What follows belongs to an exercise in optimizing a design on an open flow for small area, a short achievable clock period and few clock cycles per item; a production flow would make more cautious choices.
Where RTL was checked, it was by simulation tests only, not by an equivalence proof against the original.
Only the layout flow was run in runs 2 to 5; the RTL was not checked for function there.

$ cat flow/design.v
module and_4bit (
	output [3:0] out,
	input [3:0] ain,
	input [3:0] bin
);
	and (out[0], ain[0], bin[0]);
	and (out[1], ain[1], bin[1]);
	and (out[2], ain[2], bin[2]);
	and (out[3], ain[3], bin[3]);
endmodule
module and_8bit (
	output [7:0] out,
	input [7:0] ain,
	input [7:0] bin
);
	and_4bit and1 (
		.out(out[3:0]),
		.ain(ain[3:0]),
		.bin(bin[3:0])
	);
	and_4bit and2 (
		.out(out[7:4]),
		.ain(ain[7:4]),
		.bin(bin[7:4])
	);
endmodule
module and_16bit (
	output [15:0] out,
	input [15:0] ain,
	input [15:0] bin
);
	and_8bit and1 (
		.out(out[7:0]),
		.ain(ain[7:0]),
		.bin(bin[7:0])
	);
	and_8bit and2 (
		.out(out[15:8]),
		.ain(ain[15:8]),
		.bin(bin[15:8])
	);
endmodule
module and_32bit (
	output [31:0] out,
	input [31:0] ain,
	input [31:0] bin
);
	and_16bit and1 (
		.out(out[15:0]),
		.ain(ain[15:0]),
		.bin(bin[15:0])
	);
	and_16bit and2 (
		.out(out[31:16]),
		.ain(ain[31:16]),
		.bin(bin[31:16])
	);
endmodule
module or_4bit (
	output [3:0] out,
	input [3:0] ain,
	input [3:0] bin
);
	or (out[0], ain[0], bin[0]);
	or (out[1], ain[1], bin[1]);
	or (out[2], ain[2], bin[2]);
	or (out[3], ain[3], bin[3]);
endmodule
module or_8bit (
	output [7:0] out,
	input [7:0] ain,
	input [7:0] bin
);
	or_4bit or1 (
		.out(out[3:0]),
		.ain(ain[3:0]),
		.bin(bin[3:0])
	);
	or_4bit or2 (
		.out(out[7:4]),
		.ain(ain[7:4]),
		.bin(bin[7:4])
	);
endmodule
module or_16bit (
	output [15:0] out,
	input [15:0] ain,
	input [15:0] bin
);
	or_8bit or1 (
		.out(out[7:0]),
		.ain(ain[7:0]),
		.bin(bin[7:0])
	);
	or_8bit or2 (
		.out(out[15:8]),
		.ain(ain[15:8]),
		.bin(bin[15:8])
	);
endmodule
module or_32bit (
	output [31:0] out,
	input [31:0] ain,
	input [31:0] bin
);
	or_16bit or1 (
		.out(out[15:0]),
		.ain(ain[15:0]),
		.bin(bin[15:0])
	);
	or_16bit or2 (
		.out(out[31:16]),
		.ain(ain[31:16]),
		.bin(bin[31:16])
	);
endmodule
module xor_4bit (
	output [3:0] out,
	input [3:0] ain,
	input [3:0] bin
);
	xor (out[0], ain[0], bin[0]);
	xor (out[1], ain[1], bin[1]);
	xor (out[2], ain[2], bin[2]);
	xor (out[3], ain[3], bin[3]);
endmodule
module xor_8bit (
	output [7:0] out,
	input [7:0] ain,
	input [7:0] bin
);
	xor_4bit xor1 (
		.out(out[3:0]),
		.ain(ain[3:0]),
		.bin(bin[3:0])
	);
	xor_4bit xor2 (
		.out(out[7:4]),
		.ain(ain[7:4]),
		.bin(bin[7:4])
	);
endmodule
module xor_16bit (
	output [15:0] out,
	input [15:0] ain,
	input [15:0] bin
);
	xor_8bit xor1 (
		.out(out[7:0]),
		.ain(ain[7:0]),
		.bin(bin[7:0])
	);
	xor_8bit xor2 (
		.out(out[15:8]),
		.ain(ain[15:8]),
		.bin(bin[15:8])
	);
endmodule
module xor_32bit (
	output [31:0] out,
	input [31:0] ain,
	input [31:0] bin
);
	xor_16bit xor1 (
		.out(out[15:0]),
		.ain(ain[15:0]),
		.bin(bin[15:0])
	);
	xor_16bit xor2 (
		.out(out[31:16]),
		.ain(ain[31:16]),
		.bin(bin[31:16])
	);
endmodule
module nor_4bit (
	output [3:0] out,
	input [3:0] ain,
	input [3:0] bin
);
	nor (out[0], ain[0], bin[0]);
	nor (out[1], ain[1], bin[1]);
	nor (out[2], ain[2], bin[2]);
	nor (out[3], ain[3], bin[3]);
endmodule
module nor_8bit (
	output [7:0] out,
	input [7:0] ain,
	input [7:0] bin
);
	nor_4bit nor1 (
		.out(out[3:0]),
		.ain(ain[3:0]),
		.bin(bin[3:0])
	);
	nor_4bit nor2 (
		.out(out[7:4]),
		.ain(ain[7:4]),
		.bin(bin[7:4])
	);
endmodule
module nor_16bit (
	output [15:0] out,
	input [15:0] ain,
	input [15:0] bin
);
	nor_8bit nor1 (
		.out(out[7:0]),
		.ain(ain[7:0]),
		.bin(bin[7:0])
	);
	nor_8bit nor2 (
		.out(out[15:8]),
		.ain(ain[15:8]),
		.bin(bin[15:8])
	);
endmodule
module nor_32bit (
	output [31:0] out,
	input [31:0] ain,
	input [31:0] bin
);
	nor_16bit nor1 (
		.out(out[15:0]),
		.ain(ain[15:0]),
		.bin(bin[15:0])
	);
	nor_16bit nor2 (
		.out(out[31:16]),
		.ain(ain[31:16]),
		.bin(bin[31:16])
	);
endmodule
module not_4bit (
	output [3:0] out,
	input [3:0] inp
);
	not (out[0], inp[0]);
	not (out[1], inp[1]);
	not (out[2], inp[2]);
	not (out[3], inp[3]);
endmodule
module not_8bit (
	output [7:0] out,
	input [7:0] inp
);
	not_4bit not1 (
		.out(out[3:0]),
		.inp(inp[3:0])
	);
	not_4bit not2 (
		.out(out[7:4]),
		.inp(inp[7:4])
	);
endmodule
module not_16bit (
	output [15:0] out,
	input [15:0] inp
);
	not_8bit not1 (
		.out(out[7:0]),
		.inp(inp[7:0])
	);
	not_8bit not2 (
		.out(out[15:8]),
		.inp(inp[15:8])
	);
endmodule
module not_32bit (
	output [31:0] out,
	input [31:0] inp
);
	not_16bit not1 (
		.out(out[15:0]),
		.inp(inp[15:0])
	);
	not_16bit not2 (
		.out(out[31:16]),
		.inp(inp[31:16])
	);
endmodule
module prop_gen_generator (
	output
		prop,
		gen,
	input
		ain,
		bin
);
	xor (prop, ain, bin);	 
	and (gen, ain, bin);		 
endmodule
module cla_2bit (
	output [1:0] sum,
	output cout,
	input [1:0] ain,
	input [1:0] bin,
	input cin
);
	wire [1:0] prop;
	wire [1:0] gen;
	wire carry;
	wire [2:0] tmp;
	prop_gen_generator genr1 (
		.prop(prop[0]),
		.gen(gen[0]),
		.ain(ain[0]),
		.bin(bin[0])
	);
	prop_gen_generator genr2 (
		.prop(prop[1]),
		.gen(gen[1]),
		.ain(ain[1]),
		.bin(bin[1])
	);
	and (tmp[0], prop[0], cin);				 
	or (carry, gen[0], tmp[0]);				 
	and (tmp[1], prop[1], prop[0], cin);	 
	and (tmp[2], prop[1], gen[0]);			 
	or (cout, gen[1], tmp[2], tmp[1]);		 
	xor (sum[0], prop[0], cin);				 
	xor (sum[1], prop[1], carry);				 
endmodule
module cla_4bit (
	output [3:0] sum,
	output cout,
	input [3:0] ain,
	input [3:0] bin,
	input cin
);
	wire [3:0] prop;
	wire [3:0] gen;
	wire carry;
	wire [4:0] tmp;
	cla_2bit cla1 (
		.sum(sum[1:0]),
		.cout(carry),
		.ain(ain[1:0]),
		.bin(bin[1:0]),
		.cin(cin)
	);
	cla_2bit cla2 (
		.sum(sum[3:2]),
		.cout(cout),
		.ain(ain[3:2]),
		.bin(bin[3:2]),
		.cin(carry)
	);
endmodule
module cla_8bit (
	output [7:0] sum,
	output cout,
	input [7:0] ain,
	input [7:0] bin,
	input cin
);
	wire [7:0] prop;
	wire [7:0] gen;
	wire carry;
	cla_4bit cla1 (
		.sum(sum[3:0]),
		.cout(carry),
		.ain(ain[3:0]),
		.bin(bin[3:0]),
		.cin(cin)
	);
	cla_4bit cla2 (
		.sum(sum[7:4]),
		.cout(cout),
		.ain(ain[7:4]),
		.bin(bin[7:4]),
		.cin(carry)
	);
endmodule
module cla_16bit (
	output [15:0] sum,
	output cout,
	input [15:0] ain,
	input [15:0] bin,
	input cin
);
	wire [15:0] prop;
	wire [15:0] gen;
	wire carry;
	cla_8bit cla1 (
		.sum(sum[7:0]),
		.cout(carry),
		.ain(ain[7:0]),
		.bin(bin[7:0]),
		.cin(cin)
	);
	cla_8bit cla2 (
		.sum(sum[15:8]),
		.cout(cout),
		.ain(ain[15:8]),
		.bin(bin[15:8]),
		.cin(carry)
	);
endmodule
module cla_32bit (
	output [31:0] sum,
	output cout,
	input [31:0] ain,
	input [31:0] bin,
	input cin
);
	wire [31:0] prop;
	wire [31:0] gen;
	wire carry;
	cla_16bit cla1 (
		.sum(sum[15:0]),
		.cout(carry),
		.ain(ain[15:0]),
		.bin(bin[15:0]),
		.cin(cin)
	);
	cla_16bit cla2 (
		.sum(sum[31:16]),
		.cout(cout),
		.ain(ain[31:16]),
		.bin(bin[31:16]),
		.cin(carry)
	);
endmodule
module subtractor_32bit (
	output [31:0] diff,
	input [31:0] ain,
	input [31:0] bin
);
	wire [31:0] temp, wcout;
	not_32bit not1 (
		.out(temp),
		.inp(bin)
	);
	cla_32bit cla1 (
		.sum(diff),
		.cout(wcout),
		.ain(ain),
		.bin(temp),
		.cin(1'b1)
	);
endmodule
module comparator_2bit (
	output
		greater,
		less,
		equal,
	input [1:0] ain,
	input [1:0] bin
);
	wire [2:0] w;
	wire [5:0] tmp_g;
	wire [5:0] tmp_l;
	wire [5:0] tmp_e;
	not (tmp_g[0], bin[0]);					 
	and (tmp_g[1], ain[0], tmp_g[0]);	 
	xnor (tmp_g[2], ain[1], bin[1]);		 
	not (tmp_g[3], bin[1]);					 
	and (tmp_g[4], ain[1], tmp_g[3]);	 
	and (tmp_g[5], tmp_g[1], tmp_g[2]);	 
	or (greater, tmp_g[4], tmp_g[5]);	 
	not (tmp_l[0], ain[0]);					 
	and (tmp_l[1], tmp_l[0], bin[0]);	 
	xnor (tmp_l[2], ain[1], bin[1]);		 
	not (tmp_l[3], ain[1]);					 
	and (tmp_l[4], tmp_l[3], bin[1]);	 
	and (tmp_l[5], tmp_l[1], tmp_l[2]);	 
	or (less, tmp_l[4], tmp_l[5]);		 
	xnor (tmp_e[0], ain[0], bin[0]);	 
	xnor (tmp_e[1], ain[1], bin[1]);	 
	and (equal, tmp_e[0], tmp_e[1]);	 
endmodule
module comparator_4bit (
	output
		greater,
		less,
		equal,
	input [3:0] ain,
	input [3:0] bin
);
	wire [1:0] G;
	wire [1:0] L;
	wire [1:0] E;
	wire [1:0] tmp;
	comparator_2bit comp1 (
		.greater(G[0]),
		.less(L[0]),
		.equal(E[0]),
		.ain(ain[1:0]),
		.bin(bin[1:0])
	);
	comparator_2bit comp2 (
		.greater(G[1]),
		.less(L[1]),
		.equal(E[1]),
		.ain(ain[3:2]),
		.bin(bin[3:2])
	);
	and (tmp[0], E[1], G[0]);		 
	or (greater, G[1], tmp[0]);	 
	and (tmp[1], E[1], L[0]);		 
	or (less, L[1], tmp[1]);		 
	and (equal, E[0], E[1]);		 
endmodule
module comparator_8bit (
	output
		greater,
		less,
		equal,
	input [7:0] ain,
	input [7:0] bin
);
	wire [1:0] G;
	wire [1:0] L;
	wire [1:0] E;
	wire [1:0] tmp;
	comparator_4bit comp1 (
		.greater(G[0]),
		.less(L[0]),
		.equal(E[0]),
		.ain(ain[3:0]),
		.bin(bin[3:0])
	);
	comparator_4bit comp2 (
		.greater(G[1]),
		.less(L[1]),
		.equal(E[1]),
		.ain(ain[7:4]),
		.bin(bin[7:4])
	);
	and (tmp[0], E[1], G[0]);		 
	or (greater, G[1], tmp[0]);	 
	and (tmp[1], E[1], L[0]);		 
	or (less, L[1], tmp[1]);		 
	and (equal, E[0], E[1]);		 
endmodule
module comparator_16bit (
	output
		greater,
		less,
		equal,
	input [15:0] ain,
	input [15:0] bin
);
	wire [1:0] G;
	wire [1:0] L;
	wire [1:0] E;
	wire [1:0] tmp;
	comparator_8bit comp1 (
		.greater(G[0]),
		.less(L[0]),
		.equal(E[0]),
		.ain(ain[7:0]),
		.bin(bin[7:0])
	);
	comparator_8bit comp2 (
		.greater(G[1]),
		.less(L[1]),
		.equal(E[1]),
		.ain(ain[15:8]),
		.bin(bin[15:8])
	);
	and (tmp[0], E[1], G[0]);		 
	or (greater, G[1], tmp[0]);	 
	and (tmp[1], E[1], L[0]);		 
	or (less, L[1], tmp[1]);		 
	and (equal, E[0], E[1]);		 
endmodule
module comparator_32bit (
	output
		greater,
		less,
		equal,
	input [31:0] ain,
	input [31:0] bin
);
	wire [1:0] G;
	wire [1:0] L;
	wire [1:0] E;
	wire [1:0] tmp;
	comparator_16bit comp1 (
		.greater(G[0]),
		.less(L[0]),
		.equal(E[0]),
		.ain(ain[15:0]),
		.bin(bin[15:0])
	);
	comparator_16bit comp2 (
		.greater(G[1]),
		.less(L[1]),
		.equal(E[1]),
		.ain(ain[31:16]),
		.bin(bin[31:16])
	);
	and (tmp[0], E[1], G[0]);		 
	or (greater, G[1], tmp[0]);	 
	and (tmp[1], E[1], L[0]);		 
	or (less, L[1], tmp[1]);		 
	and (equal, E[0], E[1]);		 
endmodule
module less_than_32bit (
	output out,
	input [31:0] ain,
	input [31:0] bin
);
	wire tmp [1:0];
	comparator_32bit comp1 (
		.greater(tmp[0]),
		.less(out),
		.equal(tmp[1]),
		.ain(ain),
		.bin(bin)
	);
endmodule
module and41_32bit (
	output [31:0] out,
	input [31:0] ain,
	input
		bin,
		cin,
		din
);
	and(w, bin, cin, din);
	and_32bit and1 (out, ain, {32{w}});
endmodule
module or81_32bit(
	output [31:0] out,
	input [31:0] ain,
	input [31:0] bin,
	input [31:0] cin,
	input [31:0] din,
	input [31:0] ein,
	input [31:0] fin,
	input [31:0] gin,
	input [31:0] hin
);
	wire [31:0] w [5:0];
	or_32bit or1 (
		.out(w[0]),
		.ain(ain),
		.bin(bin)
	);
	or_32bit or2 (
		.out(w[1]),
		.ain(w[0]),
		.bin(cin)
	);
	or_32bit or3 (
		.out(w[2]),
		.ain(w[1]),
		.bin(din)
	);
	or_32bit or4 (
		.out(w[3]),
		.ain(w[2]),
		.bin(ein)
	);
	or_32bit or5 (
		.out(w[4]),
		.ain(w[3]),
		.bin(fin)
	);
	or_32bit or6 (
		.out(w[5]),
		.ain(w[4]),
		.bin(gin)
	);
	or_32bit or7 (
		.out(out),
		.ain(w[5]),
		.bin(hin)
	);
endmodule
module mux81_32bit (
	output [31:0] out,
	input [31:0] ain,
	input [31:0] bin,
	input [31:0] cin,
	input [31:0] din,
	input [31:0] ein,
	input [31:0] fin,
	input [31:0] gin,
	input [31:0] hin,
	input [2:0] control
);
	wire [31:0] w [7:0];
	and41_32bit and1(
		.out(w[0]),
		.ain(ain),
		.bin(!control[0]),
		.cin(!control[1]),
		.din(!control[2])
	);
	and41_32bit and2(
		.out(w[1]),
		.ain(bin),
		.bin(control[0]),
		.cin(!control[1]),
		.din(!control[2])
	);
	and41_32bit and3(
		.out(w[2]),
		.ain(cin),
		.bin(!control[0]),
		.cin(control[1]),
		.din(!control[2])
	);
	and41_32bit and4(
		.out(w[3]),
		.ain(din),
		.bin(control[0]),
		.cin(control[1]),
		.din(!control[2])
	);
	and41_32bit and5(
		.out(w[4]),
		.ain(ein),
		.bin(!control[0]),
		.cin(!control[1]),
		.din(control[2])
	);
	and41_32bit and6(
		.out(w[5]),
		.ain(fin),
		.bin(control[0]),
		.cin(!control[1]),
		.din(control[2])
	);
	and41_32bit and7(
		.out(w[6]),
		.ain(gin),
		.bin(!control[0]),
		.cin(control[1]),
		.din(control[2])
	);
	and41_32bit and8(
		.out(w[7]),
		.ain(hin),
		.bin(control[0]),
		.cin(control[1]),
		.din(control[2])
	);
	or81_32bit or1(
		.out(out),
		.ain(w[0]),
		.bin(w[1]),
		.cin(w[2]),
		.din(w[3]),
		.ein(w[4]),
		.fin(w[5]),
		.gin(w[6]),
		.hin(w[7])
	);
endmodule
module mod_dp (
	output reg [31:0] res,
	output less_than,
	input [31:0] ain,
	input [31:0] bin,
	input
		isSub,
		isAssgn,
		isComp,
		assgn,
		isDone,
		CLK
);
	reg[31:0] wres;
	reg[31:0] wsub;
	assign less_than = (wres < bin) || (bin == 32'd0);
	always @(posedge CLK)
		begin
			if(isAssgn)
				wres <= ain;
			else if(isSub)
				wsub <= wres - bin;
			else if(assgn)
				wres <= wsub;
			if(isDone)
				res <= wres;
		end
endmodule
module mod_cu (
	output reg
		isSub,
		isAssgn,
		isComp,
		assgn,
		isDone,
	output done,
	input
		less_than,
		start,
		CLK,
		reset
);
	reg [2:0] curr_state, next_state;
	localparam 
		START = 3'b000,
		SUB 	= 3'b001,
		ASSGN = 3'b010,
		COMP	= 3'b011,
		END = 3'b100;
	assign done = (curr_state == END);
	always @(posedge CLK)
		begin
			if(reset)
				curr_state <= START;
			else
				curr_state <= next_state;
		end
	always @(*)
		begin
			case(curr_state)
				START:
					begin
						if(start)
							next_state = COMP;
						else
							next_state = START;
					end		
				SUB: 
					begin
						next_state = ASSGN;
					end
				ASSGN:
					begin
						next_state = COMP;
					end
				COMP:
					begin
						if(less_than)
							next_state = END;
						else
							next_state = SUB;
					end
				END:
					begin
						if(start)
							next_state = COMP;
						else
							next_state = END; 
					end
				default:
					begin
						next_state = START;
					end
			endcase
		end
	always @(*)
		begin
			isSub = 1'b0;
			isAssgn = 1'b0;
			isComp = 1'b0;
			assgn = 1'b0;
			isDone = 1'b0;
			case(curr_state)
				START:
					begin
						isAssgn = start;
					end
				SUB: 
					begin
						isSub = 1'b1;
					end		
				ASSGN:
					begin
						assgn = 1'b1;
					end
				COMP:
					begin
						isComp = 1'b1;
						isDone = less_than;
					end	
				END:
					begin
						isAssgn = start;
					end
				default:
					begin
					end
			endcase
		end
endmodule
module mod (
	output [31:0] res,
	output done,
	input [31:0] ain, 
	input [31:0] bin, 
	input
		start,
		CLK,
		reset
	);
	wire Wsub, weq, wcomp, wtemp, wdone, wlt;
	mod_cu cu (
		.isSub(Wsub), 
		.isAssgn(weq), 
		.isComp(wcomp), 
		.assgn(wtemp), 
		.isDone(wdone),
		.done(done),
		.less_than(wlt),
		.start(start),
		.CLK(CLK), 
		.reset(reset) 
	);
	mod_dp dp (
		.res(res),
		.less_than(wlt),
		.ain(ain),
		.bin(bin),
		.isSub(Wsub), 
		.isAssgn(weq), 
		.isComp(wcomp), 
		.assgn(wtemp), 
		.isDone(wdone),
		.CLK(CLK) 
	);
endmodule
module alu (
	output [31:0] result,
	output cout,
	output done,
	input [31:0] ain,
	input [31:0] bin,
	input [2:0] alu_op,
	input
		cin,
		start,
		CLK,
		reset
);
	wire [31:0] res [7:0];
	and_32bit and1 (
		.out(res[0]),
		.ain(ain),
		.bin(bin)
	);
	or_32bit or1 (
		.out(res[1]),
		.ain(ain),
		.bin(bin)
	);
	xor_32bit xor1 (
		.out(res[2]),
		.ain(ain),
		.bin(bin)
	);
	nor_32bit nor1 (
		.out(res[3]),
		.ain(ain),
		.bin(bin)
	);
	less_than_32bit lt1 (
		.out(res[4][0]),
		.ain(ain),
		.bin(bin)
	);
	assign res[4][31:1] = 31'b0;
	cla_32bit cla1 (
		.sum(res[5]),
		.cout(cout),
		.ain(ain),
		.bin(bin),
		.cin(cin)
	);
	subtractor_32bit sub1 (
		.diff(res[6]),
		.ain(ain),
		.bin(bin)
	);
	mod mod1 (
		.res(res[7]),
		.done(done),
		.ain(ain),
		.bin(bin),
		.start(start),
		.CLK(CLK),
		.reset(reset)
	);
	mux81_32bit mux1 (
		.out(result),
		.ain(res[0]),
		.bin(res[1]),
		.cin(res[2]),
		.din(res[3]),
		.ein(res[4]),
		.fin(res[5]),
		.gin(res[6]),
		.hin(res[7]),
		.control(alu_op)
	);
endmodule
$ cat flow/run.sh
#!/bin/bash
# synth_recipe.tcl (not shown) runs the flow's synth.tcl, then flattens the netlist and writes it again
# the make line also repeats each setting of config.mk as NAME=value (left out here)
make -C /OpenROAD-flow-scripts/flow DESIGN_CONFIG=/design/flow/config.mk WORK_HOME=/design/flow/orfs CLKGATE_MAP_FILE= SYNTH_SCRIPT=/design/flow/synth_recipe.tcl finish
$ cat flow/config.mk
export PLATFORM = sky130hd
export DESIGN_NAME = alu
export DESIGN_NICKNAME = alu
export VERILOG_FILES = /design/flow/design.v
export SDC_FILE = /design/flow/constraint.sdc
export NUM_CORES = 4
export LEC_CHECK = 0
export CAP_MARGIN = 20
export CORE_MARGIN = 2
export CORE_UTILIZATION = 40
export SLEW_MARGIN = 20
$ cat flow/constraint.sdc
create_clock -name core_clock -period 11.0 [get_ports {CLK}]
set_input_delay 2.2000 -clock core_clock [delete_from_list [all_inputs] [get_ports {CLK}]]
set_output_delay 2.2000 -clock core_clock [all_outputs]
set_load 0.01 [all_outputs]
==> run summary, run 1 <==
status -> complete, no violations
clk_skew -> 0.00732 ns
Yosys top cell by area -> edfxtp_1
via count -> 9185
top-count cell post-synth -> ha_1
share of layout cells above drive strength 1 -> 7.20%
Starting DRT DRC Count -> 800
met2 usage -> 37.2%
Slew Viols, Final -> 0
register area share after synthesis -> 27.0%
Initial Util -> 40.5%
Post-DP HPWL -> 25600 µm
YS warnings -> 8
die area -> 28600 µm²
H-tree depth -> 3
Worst Hold Class -> reg2reg
fill count -> 2586
synthesized flop and latch total -> 99
# nets final -> 1520
GRT Max-Usage Layer -> met2
R2R depth -> 12
Tot GR Track Use -> 23.9%
EDFF count, synth -> 96
Slew Limit Headroom -> 29.8%
Die Wd -> 169 µm
TritonRoute pass-1 iters -> 7
CTS tree -> done
final setup violation count -> 0
# Post-CTS Setup Buffers -> 0
initial antenna violation count -> 0
GRT overflow -> 0
Critical Path RT -> 8.80 ns
Yosys cell types -> 70
final hold violation count -> 0
number of antenna diodes -> 0
CTS Buf Count -> 9
CP Capture Type -> primary output
RSZ-0062 raised after global routing -> no
largest net degree at the start of global routing -> 89
syn_nets -> 1449
multi-input logic area -> 7370 µm²
Yosys top cell area share -> 26.5%
WHS Path Cells -> 0
Synth Flop Type -> edfxtp_1
crit share post-route -> 86.3%
CTS Hold Bufs -> 0
Most common cell on crit path -> clkdlybuf4s50_1
CP max-delay cell -> clkdlybuf4s50_1
Synth Cell Area -> 10900 µm²
clock transition at the registers of the reported paths -> 0.08 ns
RePlAce Congestion -> 0.943
Setup TNS Final -> 0 ns
critical path class -> in2out
DR WL/cell -> 21.1 µm
final core occ -> 46.8%
wirelength, routed -> 33800 µm
Post-synth top cells -> 157 x ha_1, 110 x inv_1, 107 x a21oi_1, 96 x edfxtp_1, 90 x nor2_1
Synth Area per Inst -> 9.17 µm²
Die Y -> 169 µm
CP Cell Sequence -> clkdlybuf4s50_1, inv_1, ha_1, nand4_1, nor4_1, o2111ai_1, nand3_1, nor3_1, o31ai_1, a31oi_1, fa_1, xor2_1, nor2_1, a21oi_1, o221ai_1, clkdlybuf4s50_1
Buffers on Ports -> 104
startpoint types -> input port
core area -> 26900 µm²
critical-path maximum fanout -> 6
CTS sink count -> 99
Remaining DRCs -> 0
Period minus WS final -> 9.50 ns
Worst-Margin Slew -> 1.04 ns
Synth area leaders -> edfxtp_1 26%, ha_1 18%, fa_1 6.1%
gate count after technology mapping -> 1188
global-route met3 utilization -> 3.67%
Area Overhead vs Synth -> 15.4%
Post-CTS Resized -> 0
met1 usage -> 34.4%
CP Data Arrival Time -> 7.30 ns
global-route wire length before repair -> 52000 µm
Longest Clk Path Bufs -> 2
# rows -> 60
Sequential cell area -> 2940 µm²
post-route ant nets -> 0
vias in the first global route -> 8822
Max Clk Rate -> 105 MHz
Via-to-Cell Ratio -> 5.72
asr flop ratio synth -> 0%
clock latency (worst-skew pair) -> 0.37 ns
Root Buffer -> clkbuf_16
Boundary Pins -> 105
slowest stage delay, CP -> 0.75 ns
MaxCap Viol Count -> 0
-- path summary, 6_finish.rpt --
check                         from               to  slack [ns]
setup / recovery           bin[12]       result[31]        1.50
hold / removal    mod1.dp.wres[22]  mod1.dp.res[22]        0.46
setup reg to reg   mod1.dp.wres[0]  mod1.dp.res[20]        6.43
hold reg to reg   mod1.dp.wres[22]  mod1.dp.res[22]        0.46
-- metal layers --
metal | part of all wire [%] | routed length [µm] | up-vias
li1 | - | - | 4414
met1 | 47 | 15800 | 4415
met4 | 2.4 | 817 | 0
met3 | 6.4 | 2170 | 43
met5 | 0 | 0 | -
met2 | 45 | 15100 | 313
-- cell families (layout without fill, tap and decap cells) --
| logic type | Yosys count | in the layout | share of synthesized area, % |
|---|---|---|---|
| compound gates | 351 | 351 | 21.1 |
| xor+xnor | 50 | 50 | 4.02 |
| fa+ha+maj | 190 | 190 | 24.1 |
| buf+inv | 162 | 238 | 5.64 |
| flops | 99 | 99 | 27.0 |
| mux | 59 | 59 | 6.06 |
| simple gates | 277 | 277 | 12.0 |
-- registers in the layout, summed over array words and instances (netlist names) --
register and cells:
mod1.dp.res 32, mod1.dp.wres 32, mod1.dp.wsub 32, mod1.cu.curr_state 3
-- cell type report --
class                      instances  share of cell area, %
multi-input combinational        927                   58.6
sequential                        99                   23.4
timing repair buffer             112                   8.70
tap                              341                   3.39
inverter                         110                   3.28
clock buffer                       9                   1.79
clock inverter                     7                  0.856
-- through the flow --
stage                     area, µm²  setup WS (ns)  hold WS (ns)  std cells
after floorplan               10900           3.62         0.426       1188
after global placement        12200           1.55         0.433       1589
after detailed placement      12200           1.61         0.440       1589
after CTS                     12600           1.59         0.459       1605
after global routing          12600           1.17         0.471       1605
final                         12600           1.50         0.457       1605
-- cell usage in the layout (no fill, tap or decap), types with 5 or more instances in the layout --
master and n:
xnor2_1 32, a211oi_1 13, nand2b_1 14, edfxtp_1 96, nor2b_1 24, o21bai_1 17, o211ai_1 7, a21o_1 26
nand2_1 72, buf_4 11, inv_1 110, a221o_1 7, clkdlybuf4s50_1 101, a32oi_1 5, o21a_1 9, mux2_2 46
or2_2 5, o21ai_0 71, nor3_1 18, xor2_1 18, nand3_1 13, nor4_1 12, nor2_1 88, o22a_1 5
mux2i_1 12, o31ai_1 10, a22oi_1 11, a221oi_1 10, a211o_1 5, a31oi_1 7, clkbuf_16 9, ha_1 157
a21oi_1 106, and3_1 5, fa_1 33
-- worst max-delay path, delay by kind of cell --
| family | cells | cell delay (ns) |
|---|---|---|
| adders and majority gates | 2 | 0.86 |
| buffers and inverters | 3 | 1.51 |
| xor gates and xnor gates | 1 | 0.15 |
| AOI/OAI and AO/OA | 5 | 1.34 |
| and+or+nand+nor | 5 | 1.22 |
Testbench counts, summed over its fixed seeds: cycles 381,936, items 1,200.
==> run 2, diff against run 1 <==
==> flow/design.v (replaced) <==
module mod #(parameter K = 3) (
	output [31:0] res,
	output reg done,
	input [31:0] ain,
	input [31:0] bin,
	input lt,
	input start,
	input CLK,
	input reset
);
	localparam NG = (32 + K - 1) / K;
	localparam W  = NG * K;
	wire [W-1:0] a = {{(W-32){1'b0}}, ain};
	wire [W-1:0] b = {{(W-32){1'b0}}, bin};
	reg [31:0] p;
	reg [3:0] cnt;
	reg busy;
	assign res = p;
	reg [3:0] ia, ib;
	integer i;
	always @(*) begin
		ia = 4'd0;
		ib = 4'd0;
		for (i = 0; i < NG; i = i + 1) begin
			if (|a[i*K +: K]) ia = i;
			if (|b[i*K +: K]) ib = i;
		end
	end
	wire bz = ~|bin;
	wire [3:0] span = ia - ib;
	reg [31:0] pinit;
	always @(*) begin
		pinit = 32'd0;
		for (i = 0; i < NG; i = i + 1)
			if (span == i) pinit = a >> (K * (i + 1));
	end
	reg [K-1:0] grp;
	always @(*) begin
		grp = {K{1'b0}};
		for (i = 0; i < NG; i = i + 1)
			if (cnt == i) grp = a[i*K +: K];
	end
	reg [31:0] q;
	reg [33:0] t;
	integer j;
	always @(*) begin
		q = p;
		for (j = 0; j < K; j = j + 1) begin
			t = {1'b0, q, grp[K-1-j]} - {2'b0, bin};
			q = t[33] ? {q[30:0], grp[K-1-j]} : t[31:0];
		end
	end
	always @(posedge CLK) begin
		if (reset) begin
			busy <= 1'b0;
			done <= 1'b0;
		end else if (start) begin
			busy <= ~(bz | lt);
			done <= bz | lt;
		end else if (busy) begin
			busy <= |cnt;
			done <= ~|cnt;
		end
		if (start) begin
			p <= (bz | lt) ? ain : pinit;
			cnt <= span;
		end else if (busy) begin
			p <= q;
			cnt <= cnt - 4'd1;
		end
	end
endmodule
module alu (
	output reg [31:0] result,
	output cout,
	output done,
	input [31:0] ain,
	input [31:0] bin,
	input [2:0] alu_op,
	input
		cin,
		start,
		CLK,
		reset
);
	wire [32:0] sum  = {1'b0, ain} + {1'b0, bin} + {32'b0, cin};
	wire [32:0] diff = {1'b0, ain} - {1'b0, bin};
	wire lt = diff[32];
	wire [31:0] rem;
	assign cout = sum[32];
	mod mod1 (
		.res(rem),
		.done(done),
		.ain(ain),
		.bin(bin),
		.lt(lt),
		.start(start),
		.CLK(CLK),
		.reset(reset)
	);
	always @(*)
		case (alu_op)
			3'd0: result = ain & bin;
			3'd1: result = ain | bin;
			3'd2: result = ain ^ bin;
			3'd3: result = ~(ain | bin);
			3'd4: result = {31'b0, lt};
			3'd5: result = sum[31:0];
			3'd6: result = diff[31:0];
			default: result = rem;
		endcase
endmodule
==> run 2 against run 1 <==
Routed wire length is 91% higher; cell count is 72% higher; clock-buffer cell count down 2; global-route usage up 8.1 points; still clean; die area is 36% higher; register-to-register slack got worse by 5.1 ns; flip-flop and latch count fell by 61; clock skew decreased by 0.00083 ns.
==> run summary, run 2 <==
Period minus WS final -> 10.60 ns (+1.10 ns)
CTS sink count -> 38 (-62%)
RePlAce Congestion -> 1.01 (+6.8%)
Buffers on Ports -> 104 (unchanged)
final hold violation count -> 0 (unchanged)
Max Clk Rate -> 94.4 MHz (-10%)
initial antenna violation count -> 0 (unchanged)
H-tree depth -> 2 (-1)
gate count after technology mapping -> 2095 (+76%)
Post-synth top cells -> 206 x nor2_1, 200 x a21oi_1, 200 x ha_1, 177 x nand2_1, 142 x o21ai_0
register area share after synthesis -> 7.53% (-19 points)
Reg2Reg Launch Point -> mod1.cnt[1]
# rows -> 70 (+17%)
commonest non-fill, non-tap cell in the layout -> nor2_1
Root Buffer -> clkbuf_16
startpoint types -> input port
largest net degree at the start of global routing -> 53 (-40%)
max reg flops -> 32
CP max-delay cell -> clkdlybuf4s50_1
TritonRoute pass-1 iters -> 6 (-1)
synthesized flop and latch total -> 38 (-62%)
Synth Area per Inst -> 7.11 µm² (-22%)
CTS tree -> done
status -> complete, no violations
most frequent cells in the layout -> 203 x nor2_1, 199 x buf_4, 197 x ha_1, 193 x a21oi_1, 177 x nand2_1
Via-to-Cell Ratio -> 6.34 (+11%)
vias in the first global route -> 16.4k (+86%)
Synth Flop Type -> edfxtp_1
global-route met3 utilization -> 4.14% (+0.47 points)
crit share post-route -> 96.3% (+10 points)
clk_skew -> 0.00648 ns (-0.000833 ns)
asr flop ratio synth -> 0% (unchanged)
Worst R2R Setup Slack -> 1.31 ns (-5.12 ns)
final setup violation count -> 0 (unchanged)
top flop regs -> mod1.p: 32 flops, mod1.cnt: 4 flops
final core occ -> 49.0% (+2.2 points)
Boundary Pins -> 105 (unchanged)
R2R depth -> 41 (+29)
top-count cell post-synth -> nor2_1
Longest Clk Path Bufs -> 2 (unchanged)
Tot GR Track Use -> 32.0% (+8.1 points)
Yosys top cell by area -> ha_1
Synth area leaders -> ha_1 17%, edfxtp_1 7.3%, a21oi_1 6.7%
Yosys top cell area share -> 16.8% (-9.7 points)
die area -> 38800 µm² (+36%)
Largest Register -> mod1.p
EDFF count, synth -> 36 (-63%)
via count -> 17.5k (+90%)
Die Y -> 197 µm (+17%)
MaxCap Viol Count -> 0 (unchanged)
worst setup path endpoint -> mod1.p[28]
# nets final -> 2565 (+69%)
DR WL/cell -> 23.4 µm (+11%)
global-route wire length before repair -> 96000 µm (+85%)
wirelength, routed -> 64400 µm (+91%)
Setup TNS Final -> 0 ns (unchanged)
Starting DRT DRC Count -> 1817 (+130%)
critical-path maximum fanout -> 5 (-1)
Slew Viols, Final -> 0 (unchanged)
Post-DP HPWL -> 51500 µm (+100%)
GRT overflow -> 0 (unchanged)
Critical Path RT -> 11.03 ns (+2.23 ns)
slowest stage delay, CP -> 0.49 ns (-0.26 ns)
Slew Limit Headroom -> 24.4% (-5.4 points)
clock latency (worst-skew pair) -> 0.30 ns (-0.07 ns)
Worst-Margin Slew -> 1.13 ns (+0.0945 ns)
critical path class -> in2reg
post-route ant nets -> 0 (unchanged)
Remaining DRCs -> 0 (unchanged)
CTS Buf Count -> 5 (-4)
CP Capture Type -> register
Crit Reg-Reg Endpoint -> mod1.p[28]
met1 usage -> 41.5% (+7.0 points)
Die Wd -> 197 µm (+17%)
clock transition at the registers of the reported paths -> 0.07 ns (about the same)
GRT Max-Usage Layer -> met2
share of layout cells above drive strength 1 -> 14.1% (+6.9 points)
Synth Cell Area -> 14900 µm² (+37%)
met2 usage -> 52.6% (+15 points)
Area Overhead vs Synth -> 20.5%
CP Data Arrival Time -> 10.63 ns (+3.33 ns)
core area -> 36600 µm² (+36%)
syn_nets -> 2373 (+64%)
Initial Util -> 40.7% (+0.16 points)
YS warnings -> 2 (-6)
Worst Hold Class -> reg2reg
Setup crit start -> ain[26]
Yosys cell types -> 93 (+33%)
==> run 2: metrics by stage <==
| stage | cells | setup WS [ns] | hold WS [ns] | instance area, µm² |
|---|---|---|---|---|
| 2_1_floorplan | 2095 | 0.971 | 0.513 | 14900 |
| 3_3_place_gp | 2745 | -0.347 | 0.537 | 17500 |
| 3_5_place_dp | 2745 | -0.448 | 0.550 | 17500 |
| 4_1_cts | 2753 | 0.0672 | 0.568 | 17700 |
| 5_1_grt | 2756 | -0.0601 | 0.587 | 17900 |
| 6_report | 2757 | 0.402 | 0.574 | 17900 |
==> run 2: cell type report <==
class	count	area, µm²
clock buffers	7	143
clock inverters	1	30.0
repair buffers	307	2590
flip-flops and latches	38	1120
well taps	468	586
fillers	3730	18700
multi-input cells	1807	13000
diodes	1	2.50
inverters	128	480
==> run 2: cell families after synthesis <==
| group | after synthesis | synth area share (%) |
|---|---|---|
| compound gates | 775 | 35.0 |
| flops | 38 | 7.53 |
| mux | 121 | 8.79 |
| fa+ha+maj | 207 | 17.7 |
| xor+xnor | 93 | 5.56 |
| buf+inv | 250 | 6.67 |
| simple gates | 611 | 18.7 |
==> run 2: how the worst min path moves through the flow <==
stage	from	end	slack, ns	cells after the start
finish	mod1.busy	mod1.busy	0.57	2
global route	mod1.busy	mod1.busy	0.59	2
CTS	mod1.busy	mod1.busy	0.57	2
detailed placement	mod1.busy	mod1.busy	0.55	2
global placement	mod1.busy	mod1.busy	0.54	2
floorplan	mod1.busy	mod1.busy	0.51	2
==> run 2: timing repair <==
item	in CTS	in global routing
setup endpoints to repair	32	32
pin swaps	0	13
gates resized for setup	4	39
hold buffers	0	0
buffers inserted	0	3
==> run 2: per-layer routing <==
layer | part of all wire, % | vias up
met3 | 8.1 | 157
met2 | 45 | 862
li1 | - | 8159
met4 | 5.7 | 0
met1 | 41 | 8308
met5 | 0 | -
==> run 2: critical path: cells and delay by family <==
kind / cells / cell delay [ns]
fa+ha+maj: 3 / 0.84
buf+inv: 4 / 1.01
compound gates: 23 / 4.59
simple gates: 6 / 0.94
mux: 3 / 0.84
xor+xnor: 2 / 0.18
==> run 3, diff against run 2 <==
--- a/flow/design.v
+++ b/flow/design.v
@@ -34,11 +34,13 @@
 		for (i = 0; i < NG; i = i + 1)
 			if (span == i) pinit = a >> (K * (i + 1));
 	end
-	reg [K-1:0] grp;
+	wire [3:0] nidx = start ? span : cnt - 4'd1;
+	reg [K-1:0] grp_n, grp;
+	reg [31:0] b_r;
 	always @(*) begin
-		grp = {K{1'b0}};
+		grp_n = {K{1'b0}};
 		for (i = 0; i < NG; i = i + 1)
-			if (cnt == i) grp = a[i*K +: K];
+			if (nidx == i) grp_n = a[i*K +: K];
 	end
 	reg [31:0] q;
 	reg [33:0] t;
@@ -46,7 +48,7 @@
 	always @(*) begin
 		q = p;
 		for (j = 0; j < K; j = j + 1) begin
-			t = {1'b0, q, grp[K-1-j]} - {2'b0, bin};
+			t = {1'b0, q, grp[K-1-j]} - {2'b0, b_r};
 			q = t[33] ? {q[30:0], grp[K-1-j]} : t[31:0];
 		end
 	end
@@ -61,6 +63,8 @@
 			busy <= |cnt;
 			done <= ~|cnt;
 		end
+		b_r <= bin;
+		grp <= grp_n;
 		if (start) begin
 			p <= (bz | lt) ? ain : pinit;
 			cnt <= span;
==> run 3 against run 2 <==
Still clean on timing, DRC and antenna; non-clock buffer count fell by 180; die area rose by 5.4%; critical path type is now reg2reg; critical endpoint is now mod1.p[20].
==> run summary, run 3 <==
die area -> 40900 µm² (+5.4%)
largest net degree at the start of global routing -> 47 (-11%)
Slew Viols, Final -> 0 (unchanged)
main combinational cell family by area after synthesis -> compound AO/OA/AOI/OAI gates
RSZ-0062 raised after global routing -> no
Root Buffer -> clkbuf_16
R2R depth -> 30 (-27%)
# rows -> 72 (+2.9%)
Yosys top cell area share -> 15.6% (-1.2 points)
Boundary Pins -> 105 (unchanged)
multiplexer area fraction after synthesis -> 6.98% (-1.8 points)
critical path class -> reg2reg
WHS Path Cells -> 2 (unchanged)
core area -> 38700 µm² (+5.8%)
gate count after technology mapping -> 2168 (+3.5%)
asr flop ratio synth -> 0% (unchanged)
Crit Reg-Reg Endpoint -> mod1.p[20]
Synth Area per Inst -> 7.25 µm² (+1.9%)
fill count -> 4041 (+8.3%)
CP delay by family, top -> compound AO/OA/AOI/OAI gates
global-route met3 utilization -> 3.11% (-1.0 points)
Remaining DRCs -> 0 (unchanged)
Tot GR Track Use -> 29.9% (-2.1 points)
final setup violation count -> 0 (unchanged)
Post-DP HPWL -> 49300 µm (-4.3%)
Via-to-Cell Ratio -> 6.39 (+0.73%)
critical path depth -> 30 (-27%)
Die Y -> 202 µm (+2.6%)
Synth area leaders -> ha_1 16%, edfxtp_1 6.9%, o21ai_0 6.2%
RePlAce Congestion -> 0.979 (-2.7%)
Synth Area in Compound Gates -> 35.0% (about the same)
TritonRoute pass-1 iters -> 6 (unchanged)
Bufs and invs on worst path -> 1 (-3)
global-route wire length before repair -> 95900 µm (-0.12%)
top flop regs -> mod1.b_r: 32 flops, mod1.p: 32 flops, mod1.cnt: 4 flops
Worst R2R Setup Slack -> 0.79 ns (-0.52 ns)
wirelength, routed -> 62700 µm (-2.7%)
Synth Area in Simple Gates -> 17.6% (-1.1 points)
via count -> 17.4k (-0.77%)
Initial Util -> 40.6% (-0.13 points)
clock transition at the registers of the reported paths -> 0.06 ns (about the same)
initial antenna violation count -> 0 (unchanged)
Setup TNS Final -> 0 ns (unchanged)
slowest stage delay, CP -> 0.73 ns (+0.24 ns)
multi-input logic area -> 12800 µm² (-1.6%)
Reg2Reg Launch Point -> mod1.p[1]
Synth Cell Area -> 15700 µm² (+5.5%)
most frequent cells in the layout -> 196 x o21ai_0, 195 x ha_1, 182 x a21oi_1, 179 x nor2_1, 176 x nand2_1
Worst Hold Class -> reg2reg
xor/xnor share of the synthesized area -> 5.22% (-0.34 points)
# nets final -> 2467 (-3.8%)
Worst-Margin Slew -> 1.03 ns (-0.104 ns)
DR WL/cell -> 23.1 µm (-1.2%)
commonest non-fill, non-tap cell in the layout -> o21ai_0
share of layout cells above drive strength 1 -> 5.28% (-8.8 points)
status -> complete, no violations
Setup crit start -> mod1.p[1]
worst setup path endpoint -> mod1.p[20]
Longest Clk Path Bufs -> 2 (unchanged)
Max Clk Rate -> 97.9 MHz (+3.8%)
Period minus WS final -> 10.21 ns (-0.386 ns)
CP max-delay cell -> a2111o_2
post-route ant nets -> 0 (unchanged)
CTS tree -> done
syn_nets -> 2442 (+2.9%)
Starting DRT DRC Count -> 1550 (-15%)
synthesized flop and latch total -> 73 (+92%)
Synth Flop Type -> dfxtp_1
CTS Hold Bufs -> 0 (unchanged)
fraction of the mapped netlist area in adder cells -> 16.5% (-1.2 points)
met1 usage -> 40.8% (-0.68 points)
Post-CTS Resized -> 0 (-4)
CP Data Arrival Time -> 10.40 ns (-0.23 ns)
Post-synth top cells -> 196 x ha_1, 196 x o21ai_0, 182 x a21oi_1, 179 x nor2_1, 176 x nand2_1
critical-path maximum fanout -> 31 (+26)
Yosys top cell by area -> ha_1
# Post-CTS Setup Buffers -> 0 (unchanged)
number of antenna diodes -> 0 (-1)
Die Wd -> 202 µm (+2.6%)
MaxCap Viol Count -> 0 (unchanged)
Critical Path RT -> 11.19 ns (+0.16 ns)
Buffers on Ports -> 104 (unchanged)
CP Capture Type -> register
YS warnings -> 2 (unchanged)
vias in the first global route -> 16.7k (+1.9%)
Area Overhead vs Synth -> 10.6%
clk_skew -> 0.00845 ns (+0.00197 ns)
register area share after synthesis -> 11.6% (+4.1 points)
met2 usage -> 47.5% (-5.1 points)
GRT overflow -> 0 (unchanged)
H-tree depth -> 3 (+1)
Slew Limit Headroom -> 31.5% (+7.1 points)
CTS sink count -> 73 (+92%)
EDFF count, synth -> 36 (unchanged)
Yosys cell types -> 96 (+3.2%)
clock latency (worst-skew pair) -> 0.35 ns (+0.05 ns)
Sequential cell area -> 1820 µm² (+62%)
final hold violation count -> 0 (unchanged)
crit share post-route -> 92.8% (-3.5 points)
final core occ -> 44.9% (-4.2 points)
startpoint types -> register
GRT Max-Usage Layer -> met2
CTS Buf Count -> 9 (+4)
## run 3: stage by stage
stage                     hold WS [ns]  area, µm²  worst slack [ns]  cells
after CTS                        0.529      17400             0.902   2716
final                            0.532      17400             0.788   2716
after detailed placement         0.516      17100             0.943   2700
after floorplan                  0.510      15700              3.19   2168
after global placement           0.491      17100              1.24   2700
after global routing             0.597      17400             0.192   2716
## run 3: worst min path at each step
stage                            to  startpoint
final                     mod1.done   mod1.done
after CTS                 mod1.done   mod1.done
after global routing      mod1.done   mod1.done
after global placement    mod1.done   mod1.done
after floorplan           mod1.done   mod1.done
after detailed placement  mod1.done   mod1.done
## run 3: per-layer routing
layer,share of wire [%],routed length [µm]
met5,0,0
met4,5.1,3170
met3,7.9,4960
met2,43,27200
met1,44,27300
## run 3: layout make-up
| cell class | count | share of cell area, % |
|---|---|---|
| tap | 518 | 3.73 |
| clock buffer | 10 | 1.32 |
| sequential | 73 | 10.5 |
| multi-input combinational | 1812 | 73.6 |
| timing repair buffer | 127 | 6.87 |
| clock inverter | 6 | 0.346 |
| inverter | 170 | 3.67 |
## run 3: logic make-up (layout without fill, tap and decap cells)
group / count (synthesis) / count (layout)
adder cells (fa/ha/maj): 203 / 203
flip-flops: 73 / 73
buffers and inverters: 283 / 313
multiplexers: 98 / 98
AND/OR/NAND/NOR: 597 / 597
AO/OA/AOI/OAI: 822 / 822
XOR/XNOR: 92 / 92
## run 3: tightest hold or removal path, stage by stage (launching register included)
cell and delay (ns):
dfxtp_1 0.31, nor2_1 0.12, nor3_1 0.05
==> run 4, diff against run 3 <==
--- a/flow/config.mk
+++ b/flow/config.mk
@@ -5,7 +5,9 @@
 export SDC_FILE = /design/flow/constraint.sdc
 export NUM_CORES = 4
 export LEC_CHECK = 0
+export ABC_CLOCK_PERIOD_IN_PS = 6500
 export CAP_MARGIN = 20
 export CORE_MARGIN = 2
 export CORE_UTILIZATION = 40
+export SETUP_SLACK_MARGIN = 4
 export SLEW_MARGIN = 20
==> run 4 against run 3 <==
Critical endpoint is now mod1.p[24]; maximum frequency rose by 26%; still clean on timing, DRC and antenna; global-route usage rose by 3.7 points; area after synthesis did not move; register-to-register slack improved by 2.1 ns; worst hold slack barely moved; critical path depth rose by 5.
==> run summary, run 4 <==
synthesized flop and latch total -> 73 (unchanged)
dpl cells -> 2700 (unchanged)
Worst Hold Class -> reg2reg
Hold Crit Start -> mod1.done
Yosys top cell by area -> ha_1
Reg2Reg Launch Point -> mod1.p[11]
CTS sink count -> 73 (unchanged)
Remaining DRCs -> 0 (unchanged)
Synth area leaders -> ha_1 16%, edfxtp_1 6.9%, o21ai_0 6.2%
Buffers on Ports -> 104 (unchanged)
Root Buffer -> clkbuf_16
Initial Util -> 40.6% (unchanged)
CP Capture Type -> register
TritonRoute pass-1 iters -> 8 (+2)
die area -> 40900 µm² (unchanged)
Die Wd -> 202 µm (unchanged)
Yosys top cell area share -> 15.6% (unchanged)
critical path class -> reg2reg
R2R depth -> 35 (+17%)
number of antenna diodes -> 0 (unchanged)
Period minus WS final -> 8.09 ns (-2.12 ns)
critical-path maximum fanout -> 8 (-74%)
Longest Clk Path Bufs -> 2 (unchanged)
main combinational cell family by area after synthesis -> compound AO/OA/AOI/OAI gates
MaxCap Viol Count -> 0 (unchanged)
gate count after technology mapping -> 2168 (unchanged)
Slew Limit Headroom -> 27.1% (-4.4 points)
Sequential cell area -> 1830 µm² (+0.21%)
most frequent cells in the layout -> 179 x buf_4, 169 x nand2_1, 168 x nor2_1, 151 x a21oi_1, 147 x o21ai_0
CP Data Arrival Time -> 8.16 ns (-2.24 ns)
CTS Hold Bufs -> 0 (unchanged)
wirelength, routed -> 72500 µm (+16%)
status -> complete, no violations
GRT overflow -> 0 (unchanged)
Critical Path RT -> 11.06 ns (-0.13 ns)
crit share post-route -> 73.6% (-19 points)
commonest non-fill, non-tap cell in the layout -> buf_4
final hold violation count -> 0 (unchanged)
core area -> 38700 µm² (unchanged)
Synth Area per Inst -> 7.25 µm² (unchanged)
final setup violation count -> 0 (unchanged)
Worst R2R Setup Slack -> 2.91 ns (+2.12 ns)
slowest stage delay, CP -> 0.50 ns (-0.23 ns)
clk_skew -> 0.0120 ns (+0.00353 ns)
syn_nets -> 2442 (unchanged)
fraction of the mapped netlist area in adder cells -> 16.5% (unchanged)
DR WL/cell -> 24.9 µm (+8.0%)
Synth Cell Area -> 15700 µm² (unchanged)
Crit Reg-Reg Endpoint -> mod1.p[24]
global-route wire length before repair -> 107000 µm (+11%)
RePlAce Congestion -> 0.976 (-0.33%)
RSZ-0062 raised after global routing -> yes
Die Y -> 202 µm (unchanged)
multi-input logic area -> 14900 µm² (+17%)
vias in the first global route -> 17.5k (+5.0%)
final core occ -> 54.5% (+9.7 points)
clock latency (worst-skew pair) -> 0.36 ns (about the same)
Max Clk Rate -> 124 MHz (+26%)
Setup TNS Final -> 0 ns (unchanged)
Worst-Margin Slew -> 1.09 ns (+0.0662 ns)
post-route ant nets -> 0 (unchanged)
Tot GR Track Use -> 33.6% (+3.7 points)
CTS Buf Count -> 9 (unchanged)
fill count -> 3656 (-9.5%)
WHS Path Cells -> 2 (unchanged)
clock transition at the registers of the reported paths -> 0.07 ns (about the same)
largest net degree at the start of global routing -> 47 (unchanged)
CTS tree -> done
Most common cell on crit path -> buf_4
Hold Path End -> mod1.done
EDFF count, synth -> 36 (unchanged)
Starting DRT DRC Count -> 2257 (+46%)
Synth Area in Compound Gates -> 35.0% (unchanged)
Post-synth top cells -> 196 x ha_1, 196 x o21ai_0, 182 x a21oi_1, 179 x nor2_1, 176 x nand2_1
Slew Viols, Final -> 0 (unchanged)
Area Overhead vs Synth -> 34.5%
Boundary Pins -> 105 (unchanged)
via count -> 18.8k (+8.6%)
# rows -> 72 (unchanged)
Finished Layout Cells -> 2909 (+7.1%)
Synth Flop Type -> dfxtp_1
multiplexer area fraction after synthesis -> 6.98% (unchanged)
initial antenna violation count -> 1 (+1)
startpoint types -> register
share of layout cells above drive strength 1 -> 28.6% (+23 points)
H-tree depth -> 3 (unchanged)
xor/xnor share of the synthesized area -> 5.22% (unchanged)
CP max-delay cell -> edfxtp_1
Synth Area in Simple Gates -> 17.6% (unchanged)
# nets final -> 2660 (+7.8%)
asr flop ratio synth -> 0% (unchanged)
Yosys cell types -> 96 (unchanged)
register area share after synthesis -> 11.6% (unchanged)
Post-DP HPWL -> 51400 µm (+4.1%)
top flop regs -> mod1.b_r: 32 flops, mod1.p: 32 flops, mod1.cnt: 4 flops
Via-to-Cell Ratio -> 6.48 (+1.4%)
YS warnings -> 2 (unchanged)
-- run 4: changes by cell type in the layout (fill, tap and decap cells not counted), sizes merged, moves of 3 or more --
cell	before	now
buf	27	273
clkinv	5	2
clkinvlp	1	6
clkbuf	10	21
dlygate4sd2	0	7
clkdlybuf4s50	100	17
clkdlybuf4s15	0	6
inv	169	166
-- run 4: layer usage --
metal | vias to the layer above | share of wire, % | GRT usage [%]
li1 | 8559 | - | -
met1 | 9083 | 43 | 46.6
met2 | 1009 | 45 | 53.9
met3 | 194 | 8.1 | 3.42
met4 | 0 | 4.3 | 12.7
met5 | - | 0 | 0
-- run 4: logic make-up (layout without fill, tap and decap cells) --
group	after synthesis	count (layout)
compound gates	822	823
xor+xnor	92	92
fa+ha+maj	203	203
buf+inv	283	502
flops	73	73
mux	98	98
simple gates	597	600
-- run 4: worst max path at each step --
stage                     startpoint          to
after floorplan            mod1.p[1]  mod1.p[31]
after global placement        ain[1]  result[24]
after detailed placement      ain[1]  result[24]
after CTS                  mod1.p[1]  mod1.p[31]
after global routing      mod1.p[11]  mod1.p[31]
final                     mod1.p[11]  mod1.p[24]
-- run 4: per-stage QoR --
stage	worst slack [ns]	instance area, µm²	hold slack [ns]
after detailed placement	1.44	17400	0.515
after CTS	2.97	20100	0.521
after global routing	2.68	21100	0.545
final	2.91	21100	0.532
after floorplan	3.76	16100	0.510
after global placement	1.35	17400	0.488
-- run 4: critical path: cells and delay by family, from the launching register on --
kind	cells	cell delay, ns
flip-flops	1	0.50
multiplexers	1	0.30
adder cells (fa/ha/maj)	3	0.91
AND/OR/NAND/NOR	8	1.11
buffers and inverters	7	1.01
AO/OA/AOI/OAI	16	3.91
-- run 4: layout make-up --
type	instances	share of cell area, %
Tap cell	518	3.07
Sequential cell	73	8.64
Inverter	170	3.21
Timing Repair Buffer	316	13.0
Multi-Input combinational cell	1816	70.6
Clock buffer	11	1.20
Clock inverter	5	0.296
-- run 4: timing repair --
item | 4_1_cts | 5_1_grt
buffers inserted | 131 | 56
hold endpoints to repair | 0 | 0
gates cloned | 5 | 1
resized for setup | 661 | 185
endpoints found under the setup margin | 67 | 62
pin swaps | 132 | 106
==> run 5, diff against run 4 <==
--- a/flow/design.v
+++ b/flow/design.v
@@ -1,9 +1,10 @@
-module mod #(parameter K = 3) (
+module mod #(parameter K = 2) (
 	output [31:0] res,
 	output reg done,
 	input [31:0] ain,
 	input [31:0] bin,
 	input lt,
+	input [31:0] diff,
 	input start,
 	input CLK,
 	input reset
@@ -16,18 +17,20 @@
 	reg [3:0] cnt;
 	reg busy;
 	assign res = p;
-	reg [3:0] ia, ib;
+	reg [4:0] ia, ib;
 	integer i;
 	always @(*) begin
-		ia = 4'd0;
-		ib = 4'd0;
-		for (i = 0; i < NG; i = i + 1) begin
-			if (|a[i*K +: K]) ia = i;
-			if (|b[i*K +: K]) ib = i;
+		ia = 5'd0;
+		ib = 5'd0;
+		for (i = 0; i < 32; i = i + 1) begin
+			if (ain[i]) ia = i;
+			if (bin[i]) ib = i;
 		end
 	end
 	wire bz = ~|bin;
-	wire [3:0] span = ia - ib;
+	wire [4:0] s = ia - ib;
+	wire [3:0] span = s / K;
+	wire s0 = (s == 5'd0);
 	reg [31:0] pinit;
 	always @(*) begin
 		pinit = 32'd0;
@@ -57,8 +60,8 @@
 			busy <= 1'b0;
 			done <= 1'b0;
 		end else if (start) begin
-			busy <= ~(bz | lt);
-			done <= bz | lt;
+			busy <= ~(bz | lt | s0);
+			done <= bz | lt | s0;
 		end else if (busy) begin
 			busy <= |cnt;
 			done <= ~|cnt;
@@ -66,7 +69,7 @@
 		b_r <= bin;
 		grp <= grp_n;
 		if (start) begin
-			p <= (bz | lt) ? ain : pinit;
+			p <= (bz | lt) ? ain : s0 ? diff : pinit;
 			cnt <= span;
 		end else if (busy) begin
 			p <= q;
@@ -98,6 +101,7 @@
 		.ain(ain),
 		.bin(bin),
 		.lt(lt),
+		.diff(diff[31:0]),
 		.start(start),
 		.CLK(CLK),
 		.reset(reset)
==> run 5 against run 4 <==
First-iteration DRC count is 17% higher; setup slack better by 0.35 ns; flip-flop and latch count is 1 lower; cell area is 3.3% lower; via count is 3.2% higher; still clean on timing, DRC and antenna; cell count is 0.65% higher; clock-buffer cell count is 1 lower; largest cell class unchanged.
==> run summary, run 5 <==
status -> complete, no violations
TritonRoute pass-1 iters -> 6 (-2)
Die Wd -> 203 µm (+0.36%)
Longest Clk Path Bufs -> 2 (unchanged)
clock transition at the registers of the reported paths -> 0.06 ns (about the same)
Remaining DRCs -> 0 (unchanged)
Via-to-Cell Ratio -> 6.64 (+2.6%)
fill count -> 3736 (+2.2%)
Root Buffer -> clkbuf_16
via count -> 19.5k (+3.2%)
asr flop ratio synth -> 0% (unchanged)
Worst Hold Class -> reg2reg
initial antenna violation count -> 4 (+3)
multi-input logic area -> 14400 µm² (-3.4%)
post-route ant nets -> 0 (unchanged)
die area -> 41200 µm² (+0.72%)
CP delay by family, top -> compound AO/OA/AOI/OAI gates
Starting DRT DRC Count -> 2630 (+17%)
H-tree depth -> 3 (unchanged)
Buffers on Ports -> 104 (unchanged)
# nets final -> 2645 (-0.56%)
clk_skew -> 0.0168 ns (+0.00479 ns)
EDFF count, synth -> 36 (unchanged)
Die Y -> 203 µm (+0.36%)
Worst R2R Setup Slack -> 4.27 ns (+1.36 ns)
core area -> 38800 µm² (+0.23%)
Synth Area per Inst -> 7.06 µm² (-2.5%)
Hold Crit Start -> mod1.done
Slew Viols, Final -> 0 (unchanged)
Post-DP HPWL -> 57800 µm (+13%)
R2R depth -> 23 (-34%)
MaxCap Viol Count -> 0 (unchanged)
register area share after synthesis -> 11.4% (-0.21 points)
Sequential cell area -> 1800 µm² (-1.3%)
gate count after technology mapping -> 2241 (+3.4%)
Synth Cell Area -> 15800 µm² (+0.73%)
final hold violation count -> 0 (unchanged)
share of layout cells above drive strength 1 -> 25.8% (-2.8 points)
Critical Path RT -> 8.80 ns (-2.26 ns)
Area Overhead vs Synth -> 29.2%
slowest stage delay, CP -> 0.40 ns (-0.10 ns)
syn_nets -> 2483 (+1.7%)
CP max-delay cell -> ha_4
commonest non-fill, non-tap cell in the layout -> nand2_1
Synth area leaders -> ha_1 13%, edfxtp_1 6.8%, a21oi_1 6.5%
Tot GR Track Use -> 37.3% (+3.7 points)
CP Cell Sequence -> buf_2, inv_1, ha_4, inv_1, a21oi_2, o221ai_2, a31oi_4, o41ai_4, buf_6, buf_12, o31ai_4, xnor2_1, nor3_2, o22ai_1, buf_2
Yosys cell types -> 96 (unchanged)
Max Clk Rate -> 129 MHz (+4.5%)
WHS Path Cells -> 2 (unchanged)
CTS sink count -> 72 (-1.4%)
Bufs and invs on worst path -> 6 (-1)
Hold Path End -> mod1.done
RePlAce Congestion -> 1.02 (+4.1%)
Setup TNS Final -> 0 ns (unchanged)
CTS tree -> done
largest net degree at the start of global routing -> 74 (+57%)
wirelength, routed -> 79600 µm (+9.7%)
Initial Util -> 40.8% (+0.20 points)
top flop regs -> mod1.b_r: 32 flops, mod1.p: 32 flops, mod1.cnt: 4 flops
final core occ -> 52.6% (-1.9 points)
vias in the first global route -> 18.0k (+2.9%)
Period minus WS final -> 7.74 ns (-0.352 ns)
most frequent cells in the layout -> 183 x nand2_1, 178 x nor2_1, 174 x a21oi_1, 173 x buf_4, 159 x o21ai_0
global-route wire length before repair -> 116000 µm (+8.9%)
top-count cell post-synth -> a21oi_1
Yosys top cell by area -> ha_1
Crit Reg-Reg Endpoint -> mod1.p[26]
Worst-Margin Slew -> 1.07 ns (-0.0261 ns)
RSZ-0062 raised after global routing -> yes
critical path class -> in2out
Post-synth top cells -> 207 x a21oi_1, 194 x nand2_1, 193 x o21ai_0, 192 x nor2_1, 165 x ha_1
Slew Limit Headroom -> 28.8% (+1.7 points)
DR WL/cell -> 27.2 µm (+9.0%)
Boundary Pins -> 105 (unchanged)
YS warnings -> 2 (unchanged)
Reg2Reg Launch Point -> mod1.b_r[1]
Synth Flop Type -> edfxtp_1
Yosys top cell area share -> 13.0% (-2.6 points)
# rows -> 72 (unchanged)
WHS -> 0.497 ns (-0.0356 ns)
CTS Buf Count -> 9 (unchanged)
GRT overflow -> 0 (unchanged)
critical-path maximum fanout -> 12 (+4)
final setup violation count -> 0 (unchanged)
CP Data Arrival Time -> 5.54 ns (-2.62 ns)
CP Capture Type -> primary output
clock latency (worst-skew pair) -> 0.38 ns (+0.02 ns)
startpoint types -> input port
crit share post-route -> 70.4% (-3.2 points)
synthesized flop and latch total -> 72 (-1.4%)
[run 5: cell types whose count changed after synthesis, sizes merged, moves of 13 or more]
cell / delta
nand2: +18
nand3: +28
ha: -31
buf: +19
xnor2: +19
a21o: -24
a21oi: +27
clkbuf: +15
nor3: -13
[run 5: metal layers]
metal	global-route usage (%)	wire, µm
met1	50.7	32900
met2	54.7	33100
met5	0	13
met3	9.66	9200
met4	17.8	4320
[run 5: worst min-delay path: stages (launching register included)]
cell	delay (ns)
dfxtp_1	0.31
nor2_1	0.09
nor3b_1	0.05
[run 5: area by class of cell]
cell class	instances	area share, %
inverter	167	3.39
multi-input combinational	1858	70.5
antenna	2	0.0245
clock buffer	10	1.12
clock inverter	6	0.410
tap	518	3.17
sequential	72	8.81
timing repair buffer	295	12.6
[run 5: how the worst max path moves through the flow]
stage / cells after the start / to / start / slack [ns]
2_1_floorplan: 13 / result[31] / ain[14] / 3.82
3_3_place_gp: 14 / result[28] / ain[15] / 1.75
3_5_place_dp: 14 / result[30] / ain[9] / 1.79
4_1_cts: 14 / result[29] / ain[14] / 3.36
5_1_grt: 14 / result[31] / cin / 3.25
6_report: 15 / result[28] / ain[17] / 3.26
[run 5: logic make-up after synthesis]
| group | Yosys count | synth area share [%] |
|---|---|---|
| compound gates | 844 | 35.5 |
| simple gates | 638 | 18.6 |
| buf+inv | 314 | 7.91 |
| fa+ha+maj | 171 | 13.8 |
| mux | 102 | 7.05 |
| xor+xnor | 100 | 5.72 |
| flops | 72 | 11.4 |
[run 5: stage by stage]
stage | setup slack [ns] | instance area, µm² | instances
after floorplan | 3.82 | 15900 | 2241
after global placement | 1.75 | 17300 | 2759
after detailed placement | 1.79 | 17300 | 2759
after CTS | 3.36 | 19600 | 2885
after global routing | 3.25 | 20400 | 2927
final | 3.26 | 20400 | 2928
[run 5: timing repair]
item,in CTS,in global routing
resized for setup,616,150
hold buffers,0,0
cloned,2,3
buffers inserted,108,38
hold endpoints to repair,0,0
pin swaps,99,80
endpoints found under the setup margin,70,67

==> static timing again, ports no longer ideal <==
No port has a modelled driver above. Below, the same layouts with a new extraction and two added sets of constraints.
Step 1 assumes that a clkbuf_16 drives the clock port and a buf_2 every other input.
Step 2 moves the port delays by t, midway between the first and last clock arrival at a register: inputs arrive t later, outputs are due t later. That takes back most of the time a late clock gives input paths.
a / b / c = ideal ports / drivers / drivers and shift; a / b = the first two.
run	t, ns	slack for setup (ns)	worst setup path at the end	latest minus earliest clock arrival (ns)
run 1	0.413	1.504 / 1.460 / 1.460	input to output	0.007 / 0.008
run 2	0.338	0.402 / 0.420 / 0.082	input to register	0.007 / 0.007
run 3	0.389	0.788 / 0.788 / 0.788	register to register	0.009 / 0.009
run 4	0.392	2.906 / 2.906 / 2.906	register to register	0.012 / 0.012
run 5	0.420	3.258 / 3.236 / 3.236	input to output	0.017 / 0.017
After both steps setup and hold are still met in every run listed. The setup slack of run 2, which loses most, moves by +0.018 ns with the drivers and by -0.320 ns with both steps.
